What follows belongs to an exercise in optimizing a design on an open flow for small area, a short achievable clock period and few clock cycles per item; a production flow would make more cautious choices.
Only simulation tests tie the RTL to the original design; equivalence was not proved.
Power is estimated from default activity; no workload was simulated.

==> inputs of run G <==
## barnsley
module barnsley #(
    parameter FP_WIDTH = 25,
    parameter FP_INT = 5
    ) (
    input  wire clk,
    input  wire reset,
    output wire [19:0] iter_max,
    input  wire iter_change,
    output reg  done,
    output wire complete,
    output wire signed [FP_WIDTH-1:0] xn,
    output reg  signed [FP_WIDTH-1:0] yn
    );
Settings: LEC_CHECK=0, CAP_MARGIN=50, CORE_MARGIN=2, CORE_UTILIZATION=40, SLEW_MARGIN=75, SYNTH_HIERARCHICAL=1; clock period 15.0 ns.
standard.sh (not shown) runs the stock make flow with config.mk's settings and CLKGATE_MAP_FILE= SYNTH_SCRIPT=/design/flow/synth_recipe.tcl, a recipe that flattens the netlist after the stock synthesis.
==> flow/flow/run.sh <==
#!/bin/bash
set -e
cp standard.sh standard.sh.txt
export SETUP_SLACK_MARGIN=9
bash standard.sh > standard.log 2>&1
==> run C: changes against run G <==
==> flow/flow/run.sh (replaced) <==
#!/bin/bash
set -e
cp standard.sh standard.sh.txt
export SETUP_SLACK_MARGIN=9.5
bash standard.sh > standard.log 2>&1
Settings changed: CAP_MARGIN 50 to 20, SLEW_MARGIN 75 to 20.
==> impl_metrics.toml <==
[pwr]
p_seq_uw = 321
p_clk_uw = 418

[cells_and_area]
drive_gt1_frac = 0.174
clk_share = 0.0144
final-nonclk-buf-share = 0.0691
nClkBuffers = 20
inverters = 252

[drt]
drt-initial-drc-count = 3084

[clock_tree]
ctsResizeCount = 209

[setup_path]
worst_ep_arrival_time_ps = 6540

[sta]
setup_ws_ps = 8830
fin_hold_ws_ps = 554

[run_status]
status = "finished clean"
Source of the figures above: run G

==> impl_metrics.toml <==
[run_status]
status = "finished clean"

[drt]
drt-initial-drc-count = 3046

[pwr]
p_seq_uw = 323
p_clk_uw = 417

[cells_and_area]
clk_share = 0.0143
drive_gt1_frac = 0.179
nClkBuffers = 17
inverters = 253
final-nonclk-buf-share = 0.0683

[sta]
fin_hold_ws_ps = 561

[setup_path]
worst_ep_arrival_time_ps = 6490
Source of the figures above: run C

Testbench counts of run G, summed over its fixed seeds: cycles 80,000, points 80,000.
Testbench counts of run C, summed over its fixed seeds: cycles 80,000, points 80,000.


==> job 2432 <==
barnsley, a different RTL version from the one above (not shown whole).
Settings: LEC_CHECK=0, CAP_MARGIN=50, CORE_MARGIN=2, CORE_UTILIZATION=40, SLEW_MARGIN=75, SYNTH_HIERARCHICAL=1; clock period 15.0 ns.
==> flow/flow/run.sh <==
#!/bin/bash
set -e
cp standard.sh standard.sh.txt
export SETUP_SLACK_MARGIN=9
bash standard.sh > standard.log 2>&1
==> job 3993 (differences from job 2432) <==
==> flow/run.sh (new file) <==
#!/bin/bash
# synth_recipe.tcl (not shown) runs the flow's synth.tcl, then flattens the netlist and writes it again
# the make line also repeats each setting of config.mk as NAME=value (left out here)
make -C /OpenROAD-flow-scripts/flow DESIGN_CONFIG=/design/flow/config.mk WORK_HOME=/design/flow/orfs CLKGATE_MAP_FILE= SYNTH_SCRIPT=/design/flow/synth_recipe.tcl finish
--- a/flow/config.mk
+++ b/flow/config.mk
@@ -6,7 +6,7 @@
 export NUM_CORES = 4
 export LEC_CHECK = 0
-export CAP_MARGIN = 50
+export CAP_MARGIN = 35
 export CORE_MARGIN = 2
 export CORE_UTILIZATION = 40
-export SLEW_MARGIN = 75
+export SLEW_MARGIN = 60
 export SYNTH_HIERARCHICAL = 1
removed: flow/flow/run.sh
removed: flow/standard.sh
==> comparison table <==
quantity	job 3993	job 2432
Antenna violations before repair	3	8
Internal	0.704 mW	0.703 mW
Buffers excl. clock	161	337
Crit share post-route	50.2%	42.8%
Layout Utilization	43.0%	47.2%
Final cell count without fillers	4,863	5,037
Worst setup margin	7.47 ns	8.59 ns
Arrival time reported for the critical path endpoint	7.92 ns	6.83 ns
Comb. pwr	0.112 mW	0.129 mW
RD Place Congestion	1.02	1.04
Clk cell area share	1.63%	1.41%
Final wirelength	134 mm	144 mm
Total number of cells along the worst setup path	22	21
Met2 Wirelength	60.6 mm	63.5 mm
Delay of the slowest cell on the worst path	0.51 ns	0.53 ns
Cell type with the highest occurrence count on the critical path	sky130_fd_sc_hd__fa_1	sky130_fd_sc_hd__fa_2
Switching Fraction	28.6%	29.1%
Worst hold-check slack	0.478 ns	0.480 ns
Number of fill cells	8,874	8,455
Combinational power share	11.3%	13.1%
Result of the run	timing/DRC/antenna clean	timing/DRC/antenna clean
Number of buffer and inverter instances along the worst setup path	4	2
Register area	0.00330 mm^2	0.00339 mm^2
Clk pwr	0.491 mW	0.479 mW
Launch point of the critical path	random_inst.ctl[3]	random_inst.ctl[0]
Initial DRC count	3,457	4,072
Testbench counts of job 2432, summed over its fixed seeds: cycles 80,000, points 80,000.
Testbench counts of job 3993, summed over its fixed seeds: cycles 80,000, points 80,000.

## afterwards: timing with drivers on the ports
The results above use ideal ports. As a check the final layouts listed here were re-extracted and re-timed, cells and wires unchanged. Step 1 assumes that a clkbuf_16 drives the clock port and a buf_2 every other input. Step 2, shift: input delay + t, output delay - t, t = (earliest + latest rising clock arrival at the registers) / 2. This alone moves slack from input paths to output paths. a / b / c = ideal ports / drivers / drivers and shift; a / b = the first two.
run | t (ns) | setup slack, ns | worst hold slack (ns) | slew at the worst register clock pin (ns) | worst slew at a driven data input, ns
run G | 0.538 | 8.827 / 8.827 / 8.692 | 0.554 / 0.554 / 0.554 | 0.06 / 0.06 | 0.03
run C | 0.531 | 8.874 / 8.874 / 8.874 | 0.561 / 0.561 / 0.561 | 0.07 / 0.07 | 0.03
job 2432 | 0.579 | 8.586 / 8.586 / 8.586 | 0.480 / 0.480 / 0.480 | 0.10 / 0.10 | 0.03
job 3993 | 0.559 | 7.465 / 7.465 / 7.465 | 0.478 / 0.478 / 0.478 | 0.09 / 0.09 | 0.03
After both steps setup and hold are still met in every run listed. For run G, which loses most, drivers alone change the setup slack by 0.000 ns; drivers and shift together by -0.135 ns.
